What follows belongs to an exercise in optimizing a design on an open flow for small area; a production flow would make more cautious choices. In this exercise RTL edits were held to simulation tests only and were not proved equivalent to the original. The clock input has no modelled driver; a real chip could not lean on it and would need a root buffer or a full tree.

==> zinc: inputs <==
## UART
module UART #(
    parameter WIDTH = 8
)(
    input clk,
    input reset,
    input rx,
    output tx,
    input [WIDTH-1:0] tx_data,
    input tx_en,
    output tx_busy,
    output tx_done,
    output [WIDTH-1:0] rx_data,
    output rx_data_valid,
    output rx_busy
);
UART_TX uart_tx (
    .clk(clk),
    .reset(reset),
    .data(tx_data),
    .tx_en(tx_en),
    .tx(tx),
    .busy(tx_busy),
    .done(tx_done)
);
UART_RX uart_rx (
    .clk(clk),
    .reset(reset),
    .rx(rx),
    .data(rx_data),
    .data_valid(rx_data_valid),
    .busy(rx_busy)
);
endmodule
==> module UART_TX, before the edit <==
module UART_TX (
    input clk,
    input reset,
    input [7:0] data,
    input tx_en,
    output tx,
    output busy,
    output done
);
localparam [13:0] START = 14'd15191, LAST = 14'd8157, LAST_MASK = 14'd8149;
localparam [13:0] POL = 14'b01010101010101;
localparam [3:0] Q0 = 4'd8, Q9 = 4'd9;
reg fr, busy_r, txo, done_r, sel;
reg [13:0] cnt;
reg [3:0] q;
wire wrap = ((cnt ^ LAST ^ POL) & LAST_MASK) == 14'd0;
reg [3:0] q_inc;
always @(*) begin
    case (q)
        4'd8: q_inc = 4'd0;
        4'd0: q_inc = 4'd1;
        4'd1: q_inc = 4'd3;
        4'd3: q_inc = 4'd2;
        4'd2: q_inc = 4'd6;
        4'd6: q_inc = 4'd7;
        4'd7: q_inc = 4'd5;
        4'd5: q_inc = 4'd4;
        4'd4: q_inc = 4'd9;
        4'd9: q_inc = 4'd0;
        default: q_inc = 4'bxxxx;
    endcase
end
reg sel_n;
always @(*) begin
    case (q)
        4'd8: sel_n = 0;
        4'd0: sel_n = data[0];
        4'd1: sel_n = data[1];
        4'd3: sel_n = data[2];
        4'd2: sel_n = data[3];
        4'd6: sel_n = data[4];
        4'd7: sel_n = data[5];
        4'd5: sel_n = data[6];
        4'd4: sel_n = data[7];
        4'd9: sel_n = 1;
        default: sel_n = 1'bx;
    endcase
end
always @(posedge clk or posedge reset) begin
    if (reset) begin
        fr     <= 1'b0;
        busy_r <= 1'b0;
        txo    <= 1'b1;
        done_r <= 1'b0;
    end else begin
        fr     <= tx_en;
        busy_r <= fr;
        txo    <= ~fr | sel;
        done_r <= (q == Q9);
    end
end
always @(posedge clk) begin
    cnt <= (~fr | wrap) ? START ^ POL : {~cnt[12:0], cnt[13] ^ cnt[12] ^ POL[0]};
    q   <= (tx_en & fr) ? (wrap ? q_inc : q) : Q0;
    sel <= sel_n;
end
assign tx   = txo;
assign busy = busy_r;
assign done = done_r;
endmodule
==> module UART_RX, before the edit <==
module UART_RX (
    input clk,
    input reset,
    input rx,
    output [7:0] data,
    output data_valid,
    output busy
);
localparam [13:0] SB = 14'd7529, S0 = 14'd7531, END = 14'd9252, END_MASK = 14'd6139;
localparam [13:0] POL = 14'b01010101010101;
localparam [3:0] IDLE = 4'd9,
           HALF = 4'd13,
           R0 = 4'd0,
           R1 = 4'd1,
           R2 = 4'd2,
           R3 = 4'd3,
           R4 = 4'd4,
           R5 = 4'd5,
           R6 = 4'd6,
           R7 = 4'd7,
           BIT8 = 4'd8,
           DONE = 4'd10,
           ERR = 4'd12;
reg [3:0] st;      
reg [13:0] cnt;
reg [7:0] sh;
wire ev = ((cnt ^ END ^ POL) & END_MASK) == 14'd0;
reg shift, busy_n;
always @(*) begin
    case (st)
        R0, R1, R2, R3, R4, R5, R6, R7: shift = 1'b1;
        default: shift = 1'b0;
    endcase
    case (st)
        R1, R2, R3, R4, R5, R6, R7: busy_n = 1'b1;
        default: busy_n = 1'b0;
    endcase
end
always @(posedge clk or posedge reset) begin
    if (reset)
        st <= IDLE;
    else begin
        case (st)
            IDLE: if (~rx) st <= HALF;
            HALF: if (ev) st <= R0;
            R0: if (ev) st <= R1;
            R1: if (ev) st <= R2;
            R2: if (ev) st <= R3;
            R3: if (ev) st <= R4;
            R4: if (ev) st <= R5;
            R5: if (ev) st <= R6;
            R6: if (ev) st <= R7;
            R7: if (ev) st <= BIT8;
            BIT8: if (ev) st <= rx ? DONE : ERR;
            default: ;
        endcase
    end
end
always @(posedge clk) begin
    if (st == IDLE)
        cnt <= S0 ^ POL;
    else if (ev)
        cnt <= SB ^ POL;
    else
        cnt <= {~cnt[12:0], cnt[13] ^ cnt[12] ^ POL[0]};
    if (ev && shift)
        sh <= {rx, sh[7:1]};
end
assign data       = sh;
assign data_valid = (st == DONE);
assign busy       = busy_n;
endmodule
==> flow/config.mk <==
export PLATFORM = sky130hd
export DESIGN_NAME = UART
export DESIGN_NICKNAME = UART
export VERILOG_FILES = /design/flow/design.v
export SDC_FILE = /design/flow/constraint.sdc
export NUM_CORES = 4
export LEC_CHECK = 0
export CAP_MARGIN = 20
export CORE_MARGIN = 2
export CORE_UTILIZATION = 40
export SLEW_MARGIN = 20
==> flow/constraint.sdc <==
create_clock -name core_clock -period 10.0 [get_ports {clk}]
set_input_delay 2.0000 -clock core_clock [delete_from_list [all_inputs] [get_ports {clk}]]
set_output_delay 2.0000 -clock core_clock [all_outputs]
set_load 0.01 [all_outputs]
standard.sh (not shown) runs the stock make flow with config.mk's settings and CLKGATE_MAP_FILE= SYNTH_SCRIPT=/design/flow/synth_recipe.tcl, a recipe that flattens the netlist after the stock synthesis.
==> flow/flow/run.sh <==
#!/bin/bash
# Layout flow: the standard flow (standard.sh) with these changes:
#  - synthesis is the standard flow's (synth_recipe.tcl) with abc_override.tcl added,
#    so that ABC maps the logic with flow/area.abc (area-oriented) instead
#    of ORFS's abc_speed.script;
#  - the port buffers that buffer_ports inserts are buf_1 cells;
#  - the clock tree is four clkbuf_4 cells that the clock port drives
#    directly, each driving the clock pins of the registers in one quarter
#    of the core (cts_hook.tcl, sourced by ORFS just before its CTS step,
#    replaces the H-tree TritonCTS would build).
# The full output of the flow goes to flow.log in the work folder; ORFS
# keeps each step's own log under orfs/logs/.
set -euo pipefail
W=$PWD
{ head -n 1 synth_recipe.tcl
  echo "source $W/flow/abc_override.tcl"
  tail -n +2 synth_recipe.tcl; } > area_synth.tcl
sed "s|/synth_recipe.tcl|/area_synth.tcl|g" standard.sh > area_standard.sh
export AREA_ABC_SCRIPT="$W/flow/area.abc"
export BUFFER_PORTS_ARGS="-buffer_cell sky130_fd_sc_hd__buf_1"
export PRE_CTS_TCL="$W/flow/cts_hook.tcl"
export CLK_GROUPS=4
export CLK_CELL=sky130_fd_sc_hd__clkbuf_4
bash area_standard.sh > flow.log 2>&1
==> flow/flow/abc_override.tcl <==
# Sourced by the synthesis script right after the standard flow's first line. ORFS maps
# the logic with "abc -script abc_speed.script ..."; this runs the same abc
# command with the script flow/area.abc instead, which restructures the
# logic with &deepsyn and maps it for area (the design has several ns of
# slack at its clock period). Everything else in the synthesis, including
# the flip-flop mapping that happens before abc, is unchanged.
proc abc { args } {
  set i [lsearch -exact $args -script]
  if { $i >= 0 } {
    lset args [expr { $i + 1 }] $::env(AREA_ABC_SCRIPT)
  }
  yosys abc {*}$args
}
==> flow/flow/area.abc <==
&get -n
&st
&deepsyn -J 1000
&dch -f
&nf -R 1000 -p
&put
topo
==> flow/flow/cts_hook.tcl <==
# Sourced by ORFS's cts.tcl just before it calls clock_tree_synthesis.
# The design has under 50 registers, so instead of TritonCTS's H-tree
# (a root buffer and four leaf buffers) the clock port drives a few
# buffers directly, each driving the registers in one part of the core.
# CLK_GROUPS (1 to 4) and CLK_CELL choose how many and which cell.
rename clock_tree_synthesis orfs_clock_tree_synthesis
proc clock_tree_synthesis { args } {
  set ngroups $::env(CLK_GROUPS)
  set cell $::env(CLK_CELL)
  set block [ord::get_db_block]
  set dbu [$block getDbUnitsPerMicron]
  set sinks {}
  foreach pin [get_pins -of_objects [get_nets clk] -filter "direction == input"] {
    set inst [[sta::sta_to_db_pin $pin] getInst]
    set box [$inst getBBox]
    set x [expr { ([$box xMin] + [$box xMax]) / 2.0 / $dbu }]
    set y [expr { ([$box yMin] + [$box yMax]) / 2.0 / $dbu }]
    lappend sinks [list $pin $x $y]
  }
  # split into groups: 1 to 3 bands by x; for 4, halves by x, then each
  # half by y
  set groups [list $sinks]
  if { $ngroups == 2 || $ngroups == 3 } {
    set s [lsort -real -index 1 $sinks]
    set n [llength $s]
    set groups {}
    for { set g 0 } { $g < $ngroups } { incr g } {
      lappend groups [lrange $s [expr { $g * $n / $ngroups }] [expr { ($g + 1) * $n / $ngroups - 1 }]]
    }
  }
  if { $ngroups >= 4 } {
    set s [lsort -real -index 1 $sinks]
    set h [expr { [llength $s] / 2 }]
    set groups [list [lrange $s 0 [expr { $h - 1 }]] [lrange $s $h end]]
    set ng {}
    foreach g $groups {
      set s [lsort -real -index 2 $g]
      set h [expr { [llength $s] / 2 }]
      lappend ng [lrange $s 0 [expr { $h - 1 }]] [lrange $s $h end]
    }
    set groups $ng
  }
  set i 0
  foreach g $groups {
    set pins {}
    set sx 0.0
    set sy 0.0
    foreach e $g {
      lappend pins [lindex $e 0]
      set sx [expr { $sx + [lindex $e 1] }]
      set sy [expr { $sy + [lindex $e 2] }]
    }
    set n [llength $g]
    insert_buffer -buffer_cell $cell -net clk -load_pins $pins \
      -location [list [expr { $sx / $n }] [expr { $sy / $n }]] \
      -buffer_name clkbuf_leaf_$i -net_name clknet_leaf_$i
    incr i
  }
  set_propagated_clock [all_clocks]
}
==> tundra (differences from zinc) <==
--- a/flow/design.v
+++ b/flow/design.v
@@ -56,7 +56,7 @@
         fr     <= tx_en;
         busy_r <= fr;
         txo    <= ~fr | sel;
-        done_r <= (q == Q9);
+        done_r <= fr & (q == Q9);
     end
 end
 always @(posedge clk) begin
@@ -78,7 +78,7 @@
 );
 localparam [13:0] SB = 14'd7529, S0 = 14'd7531, END = 14'd9252, END_MASK = 14'd6139;
 localparam [13:0] POL = 14'b01010101010101;
-localparam [3:0] IDLE = 4'd9,
+localparam [3:0] IDLE = 4'd12,
            HALF = 4'd13,
            R0 = 4'd0,
            R1 = 4'd1,
@@ -90,7 +90,7 @@
            R7 = 4'd7,
            BIT8 = 4'd8,
            DONE = 4'd10,
-           ERR = 4'd12;
+           ERR = 4'd9;
 reg [3:0] st;      
 reg [13:0] cnt;
 reg [7:0] sh;
==> flow/flow/run.sh (replaced) <==
#!/bin/bash
# Layout flow: the standard flow (standard.sh) unchanged except for two
# arguments ORFS takes from the environment:
#  - the port buffers buffer_ports inserts are buf_1 cells;
#  - CTS inserts no dummy loads and builds the tree from clkbuf_4 cells.
# The full output of the flow goes to flow.log in the work folder; ORFS
# keeps each step's own log under orfs/logs/.
set -euo pipefail
export BUFFER_PORTS_ARGS="-buffer_cell sky130_fd_sc_hd__buf_1"
export CTS_ARGS="-sink_clustering_enable -repair_clock_nets -dont_use_dummy_load -buf_list sky130_fd_sc_hd__clkbuf_8"
bash standard.sh > flow.log 2>&1
removed: flow/flow/abc_override.tcl
removed: flow/flow/area.abc
removed: flow/flow/cts_hook.tcl
==> harbor (differences from zinc) <==
--- a/flow/design.v
+++ b/flow/design.v
@@ -56,7 +56,7 @@
         fr     <= tx_en;
         busy_r <= fr;
         txo    <= ~fr | sel;
-        done_r <= (q == Q9);
+        done_r <= fr & (q == Q9);
     end
 end
 always @(posedge clk) begin
@@ -78,7 +78,7 @@
 );
 localparam [13:0] SB = 14'd7529, S0 = 14'd7531, END = 14'd9252, END_MASK = 14'd6139;
 localparam [13:0] POL = 14'b01010101010101;
-localparam [3:0] IDLE = 4'd9,
+localparam [3:0] IDLE = 4'd12,
            HALF = 4'd13,
            R0 = 4'd0,
            R1 = 4'd1,
@@ -90,7 +90,7 @@
            R7 = 4'd7,
            BIT8 = 4'd8,
            DONE = 4'd10,
-           ERR = 4'd12;
+           ERR = 4'd9;
 reg [3:0] st;      
 reg [13:0] cnt;
 reg [7:0] sh;
==> flow/flow/run.sh (replaced) <==
#!/bin/bash
# Layout flow: the standard flow (standard.sh) unchanged except for
# settings ORFS takes from the environment:
#  - the port buffers that buffer_ports inserts are buf_1 cells;
#  - the clock tree is a single clkbuf_8 that the clock port drives and
#    that drives every register's clock pin (cts_hook.tcl, sourced by ORFS
#    just before its CTS step, replaces the H-tree TritonCTS would build).
# The full output of the flow goes to flow.log in the work folder; ORFS
# keeps each step's own log under orfs/logs/.
set -euo pipefail
export BUFFER_PORTS_ARGS="-buffer_cell sky130_fd_sc_hd__buf_1"
export PRE_CTS_TCL="$PWD/flow/cts_hook.tcl"
export CLK_GROUPS=4
export CLK_CELL=sky130_fd_sc_hd__clkbuf_4
bash standard.sh > flow.log 2>&1
--- a/flow/flow/cts_hook.tcl
+++ b/flow/flow/cts_hook.tcl
@@ -2,7 +2,7 @@
 # The design has under 50 registers, so instead of TritonCTS's H-tree
 # (a root buffer and four leaf buffers) the clock port drives a few
 # buffers directly, each driving the registers in one part of the core.
-# CLK_GROUPS (1 to 4) and CLK_CELL choose how many and which cell.
+# CLK_GROUPS (1, 2 or 4) and CLK_CELL choose how many and which cell.
 rename clock_tree_synthesis orfs_clock_tree_synthesis
 proc clock_tree_synthesis { args } {
   set ngroups $::env(CLK_GROUPS)
@@ -17,21 +17,14 @@
     set y [expr { ([$box yMin] + [$box yMax]) / 2.0 / $dbu }]
     lappend sinks [list $pin $x $y]
   }
-  # split into groups: 1 to 3 bands by x; for 4, halves by x, then each
-  # half by y
+  # split into groups: halves by x, then each half by y
   set groups [list $sinks]
-  if { $ngroups == 2 || $ngroups == 3 } {
-    set s [lsort -real -index 1 $sinks]
-    set n [llength $s]
-    set groups {}
-    for { set g 0 } { $g < $ngroups } { incr g } {
-      lappend groups [lrange $s [expr { $g * $n / $ngroups }] [expr { ($g + 1) * $n / $ngroups - 1 }]]
-    }
-  }
-  if { $ngroups >= 4 } {
+  if { $ngroups >= 2 } {
     set s [lsort -real -index 1 $sinks]
     set h [expr { [llength $s] / 2 }]
     set groups [list [lrange $s 0 [expr { $h - 1 }]] [lrange $s $h end]]
+  }
+  if { $ngroups >= 4 } {
     set ng {}
     foreach g $groups {
       set s [lsort -real -index 2 $g]
removed: flow/flow/abc_override.tcl
removed: flow/flow/area.abc
==> xenon (differences from zinc) <==
--- a/flow/design.v
+++ b/flow/design.v
@@ -78,7 +78,7 @@
 );
 localparam [13:0] SB = 14'd7529, S0 = 14'd7531, END = 14'd9252, END_MASK = 14'd6139;
 localparam [13:0] POL = 14'b01010101010101;
-localparam [3:0] IDLE = 4'd9,
+localparam [3:0] IDLE = 4'd12,
            HALF = 4'd13,
            R0 = 4'd0,
            R1 = 4'd1,
@@ -90,7 +90,7 @@
            R7 = 4'd7,
            BIT8 = 4'd8,
            DONE = 4'd10,
-           ERR = 4'd12;
+           ERR = 4'd9;
 reg [3:0] st;      
 reg [13:0] cnt;
 reg [7:0] sh;
==> impl_metrics.env <==
export IMPL_run_status="no timing/DRC/antenna violations"
export IMPL_slowest_delay_ns=0.57
export IMPL_max_slew_margin_pct=44.7
export IMPL_pwr_share_clk_pct=22.9
export IMPL_grt_use_met3_pct=2.20
export IMPL_ff2ff_setup_slack_ns=7.62
export IMPL_hold_end="uart_rx.cnt[1]"
export IMPL_r2r_worst_path_cells=8
export IMPL_clk_power_w=0.0000635
export IMPL_p_leak_nw=0.664
export IMPL_crit_start="uart_rx.st[3]"
export IMPL_arrival_ns=1.25
the above is filed under zinc

==> impl_metrics.env <==
export IMPL_p_leak_nw=0.754
export IMPL_crit_start="uart_rx.st[3]"
export IMPL_hold_end="uart_rx.cnt[3]"
export IMPL_clk_power_w=0.0000623
export IMPL_grt_use_met3_pct=2.03
export IMPL_arrival_ns=1.26
export IMPL_run_status="no timing/DRC/antenna violations"
the above is filed under harbor

==> impl_metrics.env <==
export IMPL_run_status="no timing/DRC/antenna violations"
export IMPL_hold_end="uart_rx.cnt[1]"
export IMPL_crit_start="uart_rx.st[3]"
export IMPL_r2r_worst_path_cells=3
export IMPL_p_leak_nw=0.771
export IMPL_grt_use_met3_pct=4.51
export IMPL_ff2ff_setup_slack_ns=8.32
export IMPL_clk_power_w=0.0000994
export IMPL_max_slew_margin_pct=58.2
export IMPL_slowest_delay_ns=0.64
the above is filed under tundra

==> impl_metrics.env <==
export IMPL_crit_start="uart_rx.st[2]"
export IMPL_max_slew_margin_pct=56.3
export IMPL_run_status="no timing/DRC/antenna violations"
export IMPL_grt_use_met3_pct=1.69
export IMPL_arrival_ns=1.15
export IMPL_r2r_worst_path_cells=5
export IMPL_ff2ff_setup_slack_ns=8.00
export IMPL_p_leak_nw=0.647
export IMPL_pwr_share_clk_pct=22.7
export IMPL_slowest_delay_ns=0.60
the above is filed under xenon

In zinc, harbor and xenon the design's own scripts or RTL, not TritonCTS, make the clock network.

-- re-timing with driven ports --
The results above use ideal ports. As a check the final layouts listed here were re-extracted and re-timed, cells and wires unchanged.
Step 1 (the two cells are an assumption about what drives the block):
set clk [get_ports {clk}]
set_driving_cell -lib_cell sky130_fd_sc_hd__clkbuf_16 $clk
set_driving_cell -lib_cell sky130_fd_sc_hd__buf_2 [delete_from_list [all_inputs] $clk]
Step 2 moves the port delays by t, midway between the first and last clock arrival at a register: inputs arrive t later, outputs are due t later. That takes back most of the time a late clock gives input paths.
Slacks: ideal ports / drivers / drivers and shift; pairs: ideal ports / drivers.
run | t (ns) | slack for setup (ns) | worst hold slack (ns) | worst register clock-pin slew, ns | cell pins on the clock port's net
zinc | 0.211 | 6.747 / 6.705 / 6.917 | 0.373 / 0.373 / 0.373 | 0.12 / 0.12 | 4
tundra | 0.312 | 6.628 / 6.603 / 6.915 | 0.368 / 0.368 / 0.368 | 0.09 / 0.09 | 1
harbor | 0.209 | 6.741 / 6.698 / 6.907 | 0.378 / 0.378 / 0.378 | 0.11 / 0.11 | 4
xenon | 0.210 | 6.848 / 6.806 / 7.016 | 0.382 / 0.382 / 0.382 | 0.12 / 0.12 | 4
After both steps setup and hold are still met in every run listed.
